What follows belongs to an exercise in optimizing a design on an open flow for small area; a production flow would make more cautious choices. At most, simulation tests tie the RTL to the original design; equivalence was not proved. Power and IR drop assume default switching activity.

== lagoon ==
==> flow/design.v <==
`timescale 1ns / 1ps
module top_UART (
	input  clk,
	input  rst,
	input  [8-1:0] status,
	input  [8-1:0] ram_dout,
	input  rx,
	output tx,
	output reg ram_we,
	output reg [8-1:0] ram_din,
	output reg [16-1:0] ram_addr,
	output reg [8-1:0] command
);
localparam [2:0] R_IDLE = 3'd0, R_START = 3'd1, R_READ = 3'd2, R_STOP = 3'd3,
                 R_RECV = 3'd4, R_ERR = 3'd5, R_WAIT1 = 3'd6, R_WAIT2 = 3'd7;
reg [2:0] rs;        
reg [9:0] rc;        
reg [8:1] rsr;       
wire r_ev_half = rc == 10'b0110001110;    
wire r_ev_bit  = rc == 10'b1100011010;    
wire r_ev_bit1 = rc == 10'b1110001101;    
wire received = rs == R_RECV;
wire [7:0] rx_byte = rsr;
always @(posedge clk) begin
	if (rst)
		rs <= R_IDLE;
	else case (rs)
		R_IDLE:  if (!rx) rs <= R_START;
		R_START: if (r_ev_half) rs <= rx ? R_ERR : R_READ;
		R_READ:  if (r_ev_bit && rsr[1]) rs <= R_STOP;
		R_STOP:  if (r_ev_bit) rs <= rx ? R_RECV : R_ERR;
		R_RECV:  rs <= R_IDLE;
		R_ERR:   rs <= R_WAIT1;
		R_WAIT1: if (r_ev_bit) rs <= R_WAIT2;
		R_WAIT2: if (r_ev_bit1) rs <= R_IDLE;
	endcase
end
always @(posedge clk) begin
	if (rs == R_IDLE || rs == R_ERR || (rs == R_START && r_ev_half) ||
	    ((rs == R_READ || rs == R_STOP || rs == R_WAIT1) && r_ev_bit))
		rc <= 10'd0;
	else
		rc <= {rc[8:0], ~(rc[9] ^ rc[6])};
	if (rs == R_START)
		rsr <= 8'h80;
	else if (rs == R_READ && r_ev_bit)
		rsr <= {rx, rsr[8:2]};
end
localparam [3:0] T_IDLE = 4'd2, T_START = 4'd7;
reg [3:0] tp;
reg [9:0] tc;        
reg [7:0] tb;        
reg       t1;        
wire is_tx  = tp != T_IDLE;
wire t_ev   = tc == 10'b1100011010;       
assign tx = tp[3] ? tb[tp[2:0]] : tp != T_START;
always @(posedge clk) begin
	if (rst)
		tp <= T_IDLE;
	else if (!is_tx) begin
		if (t1) tp <= T_START;
	end else if (t_ev)
		tp <= tp + 1'b1;
	if (!is_tx || t_ev)
		tc <= 10'd0;
	else
		tc <= {tc[8:0], ~(tc[9] ^ tc[6])};
end
localparam [3:0] IDLE = 4'd0, CHK_HEAD = 4'd1, WR_COMMAND = 4'd2, SND_PKT = 4'd3,
                 SND_HEAD = 4'd4, TRANS = 4'd5, WR_MEMORY = 4'd6, RD_MEMORY = 4'd7,
                 CALC_LNA = 4'd8,    
                 SNT_LNA = 4'd12;    
localparam [1:0] H_C = 2'd0, H_S = 2'd1, H_W = 2'd3, H_R = 2'd2;
reg [3:0]  st;
reg [1:0]  hd;       
reg [31:0] la;       
wire [15:0] len  = la[31:16];
wire [15:0] addr = la[15:0];
wire        wr = st == WR_MEMORY;
reg  [15:0] diff, addr_inc;
reg         cy, c8, c8_r, zero_r, wr_r;
integer     i;
always @(*) begin
	cy = wr_r;
	for (i = 0; i < 8; i = i + 1) begin
		diff[i] = ram_addr[i] ^ ~addr[i] ^ cy;
		cy = (ram_addr[i] & ~addr[i]) | (cy & (ram_addr[i] ^ ~addr[i]));
	end
	c8 = cy;
	cy = c8_r;
	for (i = 8; i < 16; i = i + 1) begin
		diff[i] = ram_addr[i] ^ ~addr[i] ^ cy;
		cy = (ram_addr[i] & ~addr[i]) | (cy & (ram_addr[i] ^ ~addr[i]));
	end
	cy = 1'b1;
	for (i = 0; i < 16; i = i + 1) begin
		addr_inc[i] = ram_addr[i] ^ cy;
		cy = cy & ram_addr[i];
	end
end
always @(posedge clk) begin
	wr_r <= wr;
	c8_r <= c8;
	zero_r <= diff == len;
end
wire len_max = &len;
wire last = (!wr || ram_we) ? zero_r : len_max;
wire [7:0] head_byte = {3'b011, hd != H_C, 1'b0, hd == H_W, 1'b1, hd != H_R};
always @(posedge clk) begin
	if (rst) begin
		st <= IDLE;
		ram_we <= 1'b0;
		ram_addr <= 16'h0000;
		t1 <= 1'b0;
		ram_din <= 8'h00;
		command <= 8'h00;
	end else begin
		casez (st)
		IDLE: begin
			ram_we <= 1'b0;
			ram_addr <= 16'h0000;
			if (is_tx) t1 <= 1'b0;
			if (received && rx_byte == 8'h70) st <= CHK_HEAD;
		end
		CHK_HEAD: if (received) begin
			case (rx_byte)
			8'h63: begin hd <= H_C; st <= WR_COMMAND; end
			8'h73: begin hd <= H_S; st <= SND_PKT; end
			8'h77:  begin hd <= H_W; st <= CALC_LNA; end
			8'h72:  begin hd <= H_R; st <= CALC_LNA; end
			default:  st <= IDLE;
			endcase
		end
		WR_COMMAND: if (received) begin
			command <= rx_byte;
			st <= SND_PKT;
		end
		SND_PKT: begin
			if (is_tx) t1 <= 1'b0;
			else if (!t1) begin
				t1 <= 1'b1;
				tb <= 8'h70;
				st <= SND_HEAD;
			end
		end
		SND_HEAD: begin
			if (is_tx) t1 <= 1'b0;
			else if (!t1) begin
				t1 <= 1'b1;
				tb <= head_byte;
				st <= TRANS;
			end
		end
		TRANS: begin
			if (is_tx) t1 <= 1'b0;
			else if (hd[1]) begin
				st <= SNT_LNA;
				t1 <= 1'b0;
			end else if (!t1) begin
				tb <= hd[0] ? status : command;
				t1 <= 1'b1;
				st <= IDLE;
			end
		end
		4'b10??: if (received) begin     
			la <= {la[23:0], rx_byte};
			if (st[1:0] == 2'd3) begin
				ram_addr <= {la[7:0], rx_byte};
				st <= hd[0] ? WR_MEMORY : SND_PKT;
			end else
				st <= st + 1'b1;
		end
		4'b11??: begin                   
			if (is_tx) t1 <= 1'b0;
			else if (!t1) begin
				t1 <= 1'b1;
				tb <= la[31:24];
				la <= {la[23:0], la[31:24]};
				if (st[1:0] == 2'd3)
					st <= hd[0] ? IDLE : RD_MEMORY;
				else
					st <= st + 1'b1;
			end
		end
		RD_MEMORY: begin
			if (is_tx) t1 <= 1'b0;
			else if (!t1) begin
				if (!last) begin
					t1 <= 1'b1;
					tb <= ram_dout;
					ram_addr <= addr_inc;
				end else begin
					ram_addr <= 16'h0000;
					st <= IDLE;
				end
			end
		end
		WR_MEMORY: begin
			if (ram_we) ram_addr <= addr_inc;
			if (!last) begin
				if (received) begin
					ram_din <= rx_byte;
					ram_we <= 1'b1;
				end else
					ram_we <= 1'b0;
			end else begin
				ram_we <= 1'b0;
				ram_din <= 8'h00;
				st <= SND_PKT;
			end
		end
		endcase
	end
end
endmodule
clock: 5.0 ns
lec_check: 0
abc_area: 1
cap_margin: 20
core_margin: 2
core_utilization: 40
slew_margin: 20
standard.sh (not shown) runs the stock make flow with config.mk's settings and CLKGATE_MAP_FILE= SYNTH_SCRIPT=/design/flow/synth_recipe.tcl, a recipe that flattens the netlist after the stock synthesis.
==> flow/flow/run.sh <==
#!/bin/bash
# Layout flow: the standard ORFS flow (standard.sh) with three changes:
#  - synthesis maps the logic with an area-oriented ABC script (abc_area.script
#    beside this file, used through ABC_AREA=1 from config.mk); registers and
#    everything else in synthesis are as in the standard flow;
#  - each port gets a sky130_fd_sc_hd__buf_1 as its port buffer;
#  - the clock tree is built from small clock buffers, without dummy loads.
# The ORFS scripts are used from a copy in the work folder that differs only
# in abc_area.script. All tool output goes to standard.log in the work folder.
set -euo pipefail
here=$(pwd)
rm -rf "$here/orfs_scripts"
cp -r "$FLOW_HOME/scripts" "$here/orfs_scripts"
cp "$here/flow/abc_area.script" "$here/orfs_scripts/abc_area.script"
export SCRIPTS_DIR="$here/orfs_scripts"
export BUFFER_PORTS_ARGS="-buffer_cell sky130_fd_sc_hd__buf_1"
export CTS_ARGS="-sink_clustering_enable -repair_clock_nets -buf_list sky130_fd_sc_hd__clkbuf_4 -root_buf sky130_fd_sc_hd__clkbuf_8 -dont_use_dummy_load"
bash standard.sh > standard.log 2>&1
==> flow/flow/abc_area.script <==
strash
dch -f
map -a
strash
dch -f
amap
topo
#### Input delta (willow over lagoon)
==> flow/flow/abc_area.script <==
strash
dch -f
map -a
strash
dch -f
map -a
amap
topo
==> results.txt <==
lagoon was carried through to the last stage, and its layout satisfied the timing, design-rule and antenna checks.
willow: all stages complete, timing, DRC and antenna checks passed
Per the comparison of willow with lagoon, global-route track usage on met2 decreased 2.7 points, fraction of cell area in non-clock buffers increased 0.54 points, utilization increased 0.45 points, count of cells resized by post-cts repair increased 6.
Here is what was changed in the inputs of fjord compared with willow.
-- flow/flow/run.sh --
<<< willow, line 16
export BUFFER_PORTS_ARGS="-buffer_cell sky130_fd_sc_hd__buf_1"
export CTS_ARGS="-sink_clustering_enable -repair_clock_nets -buf_list sky130_fd_sc_hd__clkbuf_4 -root_buf sky130_fd_sc_hd__clkbuf_8 -dont_use_dummy_load"
bash standard.sh > standard.log 2>&1
>>> fjord, line 16
export BUFFER_PORTS_ARGS="-buffer_cell sky130_fd_sc_hd__buf_1"
export CTS_ARGS="-sink_clustering_enable -repair_clock_nets -buf_list sky130_fd_sc_hd__clkbuf_8 -root_buf sky130_fd_sc_hd__clkbuf_8 -sink_clustering_size 24 -dont_use_dummy_load"
bash standard.sh > standard.log 2>&1
==> flow/flow/abc_area.script <==
strash
dch -f
map -a
strash
dch -f
amap
topo
## What came out
- fjord against willow: logic gate share of total power went up, cell area after synthesis went down by 0.44%.
- fjord vs willow, worst path setup slack after routing went up by 22 ps.
- Met3 routing resource usage after global routing: fjord vs willow, no meaningful difference
- fjord finished all stages; the layout is clean.

---

Setup of violet:
top_UART, a different RTL version from the one above (not shown whole).
For scale: roughly 560 cells after synthesis, roughly 120 flip-flops, ~53 I/O pins.
export LEC_CHECK = 0
export ABC_AREA = 1
export CAP_MARGIN = 20
export CORE_MARGIN = 2
export CORE_UTILIZATION = 50
export SLEW_MARGIN = 20
create_clock -name core_clock -period 5.0 [get_ports {clk}]
==> flow/flow/run.sh <==
#!/bin/bash
# Layout flow: the standard ORFS flow (standard.sh) with three changes:
#  - synthesis maps the logic with an area-oriented ABC script (abc_area.script
#    beside this file, used through ABC_AREA=1 from config.mk); registers and
#    everything else in synthesis are as in the standard flow;
#  - each port gets a sky130_fd_sc_hd__buf_1 as its port buffer;
#  - the clock tree is built from small clock buffers, without dummy loads.
# The ORFS scripts are used from a copy in the work folder that differs only
# in abc_area.script. All tool output goes to standard.log in the work folder.
set -euo pipefail
here=$(pwd)
rm -rf "$here/orfs_scripts"
cp -r "$FLOW_HOME/scripts" "$here/orfs_scripts"
cp "$here/flow/abc_area.script" "$here/orfs_scripts/abc_area.script"
export SCRIPTS_DIR="$here/orfs_scripts"
export BUFFER_PORTS_ARGS="-buffer_cell sky130_fd_sc_hd__buf_1"
export CTS_ARGS="-sink_clustering_enable -repair_clock_nets -buf_list sky130_fd_sc_hd__clkbuf_4 -root_buf sky130_fd_sc_hd__clkbuf_8 -dont_use_dummy_load"
bash standard.sh > standard.log 2>&1
==> flow/flow/abc_area.script <==
strash
dch -f
map -a
strash
dch -f
amap
topo
#### Input delta (quartz over violet)
- a change of CORE_UTILIZATION from 50 to 40
In quartz, the final area came out 0.70% above the value in violet. The cell count in quartz sits 40 above the value recorded for violet. quartz against violet: final period demand of the worst path moved up; slew at the pin with the worst max-slew slack moved up; combined area of the multi-input logic cells moved down. quartz vs violet: total power down.

---

Another version of the RTL of top_UART (not shown whole).
For scale: ~590 cells after synthesis, roughly 120 flip-flops, roughly 53 I/O pins, roughly 5400 um^2 of cells after synthesis.
Design top_UART, start of the top module:
module top_UART (
	input  clk,
	input  rst,
	input  [8-1:0] status,
	input  [8-1:0] ram_dout,
	input  rx,
	output tx,
	output reg ram_we,
	output reg [8-1:0] ram_din,
	output reg [16-1:0] ram_addr,
	output reg [8-1:0] command
);
export LEC_CHECK = 0
export ABC_AREA = 1
export CAP_MARGIN = 20
export CORE_MARGIN = 2
export CORE_UTILIZATION = 40
export SLEW_MARGIN = 20
create_clock -name core_clock -period 5.0 [get_ports {clk}]
Scripts as last shown in full above: flow/flow/run.sh, flow/flow/abc_area.script
Edit:
GPL_TIMING_DRIVEN = 0   (was not set)
What happened: Synthesized area does not change. Die area is unchanged. Sequential cell count stays the same. Via count is lower slightly.

---

Setup of middle:
Another version of the RTL of top_UART (not shown whole).
Size in the first run: about 53 I/O pins, ~6200 um2 of cells after synthesis.
// top_UART
module top_UART (
	input  clk,
	input  rst,
	input  [8-1:0] status,
	input  [8-1:0] ram_dout,
	input  rx,
	output tx,
	output reg ram_we,
	output reg [8-1:0] ram_din,
	output reg [16-1:0] ram_addr,
	output reg [8-1:0] command
);
Settings: LEC_CHECK=0, CAP_MARGIN=20, CORE_MARGIN=2, CORE_UTILIZATION=40, SLEW_MARGIN=20; clock period 5.0 ns.
==> flow/flow/run.sh <==
#!/bin/bash
# Layout flow: the standard ORFS flow (standard.sh) with two changes:
#  - each port gets a sky130_fd_sc_hd__buf_1 as its port buffer;
#  - the clock tree is built from small clock buffers, without dummy loads.
# Each tool's output goes to standard.log in the work folder.
set -euo pipefail
export BUFFER_PORTS_ARGS="-buffer_cell sky130_fd_sc_hd__buf_1"
export CTS_ARGS="-sink_clustering_enable -repair_clock_nets -buf_list sky130_fd_sc_hd__clkbuf_4 -root_buf sky130_fd_sc_hd__clkbuf_8 -dont_use_dummy_load"
bash standard.sh > standard.log 2>&1
middle completed; timing, DRC and antenna clean
Modified inputs, south compared to middle
==> flow/run.sh (new file) <==
#!/bin/bash
# synth_recipe.tcl (not shown) runs the flow's synth.tcl, then flattens the netlist and writes it again
# the make line also repeats each setting of config.mk as NAME=value (left out here)
make -C /OpenROAD-flow-scripts/flow DESIGN_CONFIG=/design/flow/config.mk WORK_HOME=/design/flow/orfs CLKGATE_MAP_FILE= SYNTH_SCRIPT=/design/flow/synth_recipe.tcl finish
removed: flow/flow/run.sh
removed: flow/standard.sh
Notes after the runs:
- south completed; timing, DRC and antenna clean
- Summary of south over middle: overall power consumption went up 0.68 mW, worst reg-to-reg path cell count about even.
- Compared with middle, in south net switching power now sits higher; transition time at the pin with the least slew margin grew by 0.048 ns; later-pin clock latency in the skew report saw little to no change; final core area utilization picked up an extra 4.8 points; routed wire length picked up an extra 3.0%.
- south vs middle, instance count: south higher
Function was not checked in any run of this note: the RTL went through the layout flow alone.

---

top_UART, a different RTL version from the one above (not shown whole).
Size: roughly 53 I/O pins, about 5200 um^2 of cells after synthesis.
export LEC_CHECK = 0
export ABC_AREA = 1
export CAP_MARGIN = 20
export CORE_MARGIN = 2
export CORE_UTILIZATION = 40
export SLEW_MARGIN = 20
create_clock -name core_clock -period 5.0 [get_ports {clk}]
==> flow/flow/run.sh <==
#!/bin/bash
# Layout flow: the standard ORFS flow (standard.sh) with three changes:
#  - synthesis maps the logic with an area-oriented ABC script (abc_area.script
#    beside this file, used through ABC_AREA=1 from config.mk); registers and
#    everything else in synthesis are as in the standard flow;
#  - each port gets a sky130_fd_sc_hd__buf_1 as its port buffer;
#  - the clock tree is built from small clock buffers, without dummy loads.
# The ORFS scripts are used from a copy in the work folder that differs only
# in abc_area.script. All tool output goes to standard.log in the work folder.
set -euo pipefail
here=$(pwd)
rm -rf "$here/orfs_scripts"
cp -r "$FLOW_HOME/scripts" "$here/orfs_scripts"
cp "$here/flow/abc_area.script" "$here/orfs_scripts/abc_area.script"
export SCRIPTS_DIR="$here/orfs_scripts"
export BUFFER_PORTS_ARGS="-buffer_cell sky130_fd_sc_hd__buf_1"
export CTS_ARGS="-sink_clustering_enable -repair_clock_nets -buf_list sky130_fd_sc_hd__clkbuf_4 -root_buf sky130_fd_sc_hd__clkbuf_8 -dont_use_dummy_load"
bash standard.sh > standard.log 2>&1
Scripts as last shown in full above: flow/flow/abc_area.script
The first run finished with timing, DRC and antenna clean.
Change:
--- a/flow/config.mk
+++ b/flow/config.mk
@@ -10,3 +10,4 @@
 export CORE_MARGIN = 2
 export CORE_UTILIZATION = 40
+export GPL_TIMING_DRIVEN = 0
 export SLEW_MARGIN = 20
Cell area rose by 0.76%.
Sequential power is about the same.
Via count fell by 1.3%.
Global-route usage fell by 0.11 points.
Cell count stays flat.
Core utilization rose by 0.35 points.
Die area is unchanged.
Routed wire length stays flat.
Worst hold slack gains 0.018 ns.
Non-clock buffer count rose by 2.
Register-to-register slack stays flat.

separate check: timing with driven ports:
How much do the figures lean on ideal ports? The routed layouts below were timed once more, with nothing changed but the port constraints.
Step 1 sets driving cells, clkbuf_16 on the clock port and buf_2 on the other inputs (assumed; they add their load-dependent delay and slew).
Step 2 moves the port delays by t, midway between the first and last clock arrival at a register: inputs arrive t later, outputs are due t later. That takes back most of the time a late clock gives input paths.
a / b / c = ideal / step 1 / step 2; a / b = the first two.
| run | shift t [ns] | slack for setup (ns) | hold WS [ns] |
|---|---|---|---|
| lagoon | 0.447 | 0.179 / 0.179 / 0.179 | 0.419 / 0.419 / 0.419 |
| willow | 0.439 | 0.157 / 0.157 / 0.157 | 0.432 / 0.432 / 0.432 |
| fjord | 0.464 | 0.179 / 0.179 / 0.179 | 0.416 / 0.416 / 0.416 |
| violet | 0.425 | 0.397 / 0.397 / 0.397 | 0.413 / 0.413 / 0.413 |
| quartz | 0.444 | 0.331 / 0.331 / 0.331 | 0.425 / 0.425 / 0.425 |
| the first run of note 3 | 0.445 | 0.672 / 0.672 / 0.672 | 0.420 / 0.420 / 0.420 |
| the second run of note 3 | 0.439 | 0.483 / 0.483 / 0.483 | 0.401 / 0.401 / 0.401 |
| middle | 0.438 | 0.256 / 0.256 / 0.256 | 0.417 / 0.417 / 0.417 |
| south | 0.465 | 0.246 / 0.246 / 0.246 | 0.441 / 0.441 / 0.441 |
| the first run of note 5 | 0.433 | 0.922 / 0.922 / 0.922 | 0.413 / 0.413 / 0.413 |
| the second run of note 5 | 0.429 | 0.933 / 0.933 / 0.933 | 0.431 / 0.431 / 0.431 |
After both steps every run listed still meets setup and hold.
